This design comes from an exercise in tuning for small area and a short achievable clock period on the open sky130 flow, not from production work.
Only simulation tests tie the RTL to the original design; equivalence was not proved.

==> flow/design.v <==
`timescale 1ns / 1ps
module Cordic_Machine(clock_pulse, reset, x_input, y_input, z_input, x_output, y_output, z_output, flag);
	input clock_pulse;
	input reset;  
	input signed [24:0] x_input;
	input signed [24:0] y_input;
	input signed [24:0] z_input;
	output signed [24:0] x_output;
	output signed [24:0] y_output;
	output signed [24:0] z_output;
	output flag;
	reg signed [24:0] x, y, z;
	reg [4:0] k;
	reg load;  
	reg [24:0] atan;
	always @(*) begin
		case (k)
			5'd0:  atan = 25'b000_0010000000000000000000;
			5'd1:  atan = 25'b000_0001001011100100000000;
			5'd2:  atan = 25'b000_0000100111111011001110;
			5'd3:  atan = 25'b000_0000010100010001000100;
			5'd4:  atan = 25'b000_0000001010001011000011;
			5'd5:  atan = 25'b000_0000000101000101110101;
			5'd6:  atan = 25'b000_0000000010100010111101;
			5'd7:  atan = 25'b000_0000000001010001011111;
			5'd8:  atan = 25'b000_0000000000101000101111;
			5'd9:  atan = 25'b000_0000000000010100010111;
			5'd10: atan = 25'b000_0000000000001010001011;
			5'd11: atan = 25'b000_0000000000000101000101;
			5'd12: atan = 25'b000_0000000000000010100010;
			5'd13: atan = 25'b000_0000000000000001010001;
			5'd14: atan = 25'b000_0000000000000000101000;
			5'd15: atan = 25'b000_0000000000000000010100;
			5'd16: atan = 25'b000_0000000000000000001010;
			5'd17: atan = 25'b000_0000000000000000000101;
			5'd18: atan = 25'b000_0000000000000000000010;
			5'd19: atan = 25'b000_0000000000000000000001;
			default: atan = 25'b0;
		endcase
	end
	wire neg = z[24];
	wire signed [24:0] xg = load ? 25'sd0 : x;
	wire signed [24:0] yg = load ? 25'sd0 : y;
	wire signed [24:0] xs = xg >>> k;
	wire signed [24:0] ys = yg >>> k;
	wire [24:0] xa = load ? x_input : x;
	wire [24:0] ya = load ? y_input : y;
	wire [24:0] za = load ? z_input : z;
	wire [24:0] xn, yn, zn;
	bk_add25 ax (.a(xa), .b(ys ^ {25{~neg}}), .ci(~neg), .s(xn));
	bk_add25 ay (.a(ya), .b(xs ^ {25{neg}}), .ci(neg), .s(yn));
	bk_add25 az (.a(za), .b(atan ^ {25{~neg}}), .ci(~neg), .s(zn));
	always @(posedge clock_pulse) begin
		if (reset) begin
			k <= 5'd21;
			load <= 1'b1;
		end else begin
			k <= load ? 5'd0 : k + 5'd1;
			load <= (k == 5'd20);
		end
		x <= xn;
		y <= yn;
		z <= zn;
	end
	assign flag = (k == 5'd20);
	assign x_output = x;
	assign y_output = y;
	assign z_output = z;
endmodule
module bk_add25(a, b, ci, s);
	input [24:0] a, b;
	input ci;
	output [24:0] s;
	reg [25:0] g, p, G, P;
	integer j, d;
	always @(*) begin
		g[0] = ci; p[0] = 1'b0;
		for (j = 0; j < 25; j = j + 1) begin
			g[j+1] = a[j] & b[j];
			p[j+1] = a[j] ^ b[j];
		end
		G = g; P = p;
		for (d = 1; d < 26; d = d * 2)
			for (j = 2*d-1; j < 26; j = j + 2*d) begin
				G[j] = G[j] | (P[j] & G[j-d]);
				P[j] = P[j] & P[j-d];
			end
		for (d = 8; d >= 1; d = d / 2)
			for (j = 3*d-1; j < 26; j = j + 2*d) begin
				G[j] = G[j] | (P[j] & G[j-d]);
				P[j] = P[j] & P[j-d];
			end
	end
	assign s = p[25:1] ^ G[24:0];
endmodule
==> flow/config.mk <==
export PLATFORM = sky130hd
export DESIGN_NAME = Cordic_Machine
export DESIGN_NICKNAME = Cordic_Machine
export VERILOG_FILES = /design/flow/design.v
export SDC_FILE = /design/flow/constraint.sdc
export NUM_CORES = 4
export LEC_CHECK = 0
export CAP_MARGIN = 20
export CORE_MARGIN = 2
export CORE_UTILIZATION = 40
export SLEW_MARGIN = 20
==> flow/constraint.sdc <==
create_clock -name core_clock -period 6.0 [get_ports {clock_pulse}]
set_input_delay 1.2000 -clock core_clock [delete_from_list [all_inputs] [get_ports {clock_pulse}]]
set_output_delay 1.2000 -clock core_clock [all_outputs]
set_load 0.01 [all_outputs]
run.sh (not shown) runs the stock make flow with config.mk's settings and CLKGATE_MAP_FILE= SYNTH_SCRIPT=/design/flow/synth_recipe.tcl, a recipe that flattens the netlist after the stock synthesis.
Then changed:
==> flow/design.v (replaced) <==
`timescale 1ns / 1ps
module Cordic_Machine(clock_pulse, reset, x_input, y_input, z_input, x_output, y_output, z_output, flag);
	input clock_pulse;
	input reset;  
	input signed [24:0] x_input;
	input signed [24:0] y_input;
	input signed [24:0] z_input;
	output signed [24:0] x_output;
	output signed [24:0] y_output;
	output signed [24:0] z_output;
	output flag;
	reg signed [24:0] x, y, z;
	reg [4:0] k;
	wire load = (k == 5'd21);
	reg [24:0] atan;
	always @(*) begin
		case (k)
			5'd0:  atan = 25'b000_0010000000000000000000;
			5'd1:  atan = 25'b000_0001001011100100000000;
			5'd2:  atan = 25'b000_0000100111111011001110;
			5'd3:  atan = 25'b000_0000010100010001000100;
			5'd4:  atan = 25'b000_0000001010001011000011;
			5'd5:  atan = 25'b000_0000000101000101110101;
			5'd6:  atan = 25'b000_0000000010100010111101;
			5'd7:  atan = 25'b000_0000000001010001011111;
			5'd8:  atan = 25'b000_0000000000101000101111;
			5'd9:  atan = 25'b000_0000000000010100010111;
			5'd10: atan = 25'b000_0000000000001010001011;
			5'd11: atan = 25'b000_0000000000000101000101;
			5'd12: atan = 25'b000_0000000000000010100010;
			5'd13: atan = 25'b000_0000000000000001010001;
			5'd14: atan = 25'b000_0000000000000000101000;
			5'd15: atan = 25'b000_0000000000000000010100;
			5'd16: atan = 25'b000_0000000000000000001010;
			5'd17: atan = 25'b000_0000000000000000000101;
			5'd18: atan = 25'b000_0000000000000000000010;
			5'd19: atan = 25'b000_0000000000000000000001;
			default: atan = 25'b0;
		endcase
	end
	wire neg = z[24];
	wire signed [24:0] xs = x >>> k;
	wire signed [24:0] ys = y >>> k;
	always @(posedge clock_pulse) begin
		if (reset)
			k <= 5'd21;
		else
			k <= load ? 5'd0 : k + 5'd1;
		if (load) begin
			x <= x_input;
			y <= y_input;
			z <= z_input;
		end else begin
			x <= neg ? x + ys : x - ys;
			y <= neg ? y - xs : y + xs;
			z <= neg ? z + atan : z - atan;
		end
	end
	assign flag = (k == 5'd20);
	assign x_output = x;
	assign y_output = y;
	assign z_output = z;
endmodule
Routed wire length rose by 26%; sequential share of layout area fell by 1.7 points; fmax fell by about 5.6%; sequential cell count fell by 1; die area rose by about 11%; global-route usage rose by 2.4 points.

==> re-timing with driven ports <==
No port has a modelled driver above. Below, the same layouts with a new extraction and two added sets of constraints. Step 1 assumes that a clkbuf_16 drives the clock port and a buf_2 every other input. Step 2 adds t to the input delays and takes it off the output delays; t is the mean of the earliest and latest rising clock arrival at the registers after step 1. Input paths then give back, and output paths get back, about the clock's delay inside the block. a / b / c = no drivers / after step 1 / after step 2; a / b = the first two.
run | t, ns | setup WS [ns] | worst slew at a driven data input, ns | cell pins on the clock port's net
the first run | 0.402 | 0.644 / 0.644 / 0.644 | 0.05 | 1
the second run | 0.401 | 0.328 / 0.328 / 0.328 | 0.06 | 1
After both steps every run listed still meets setup and hold.
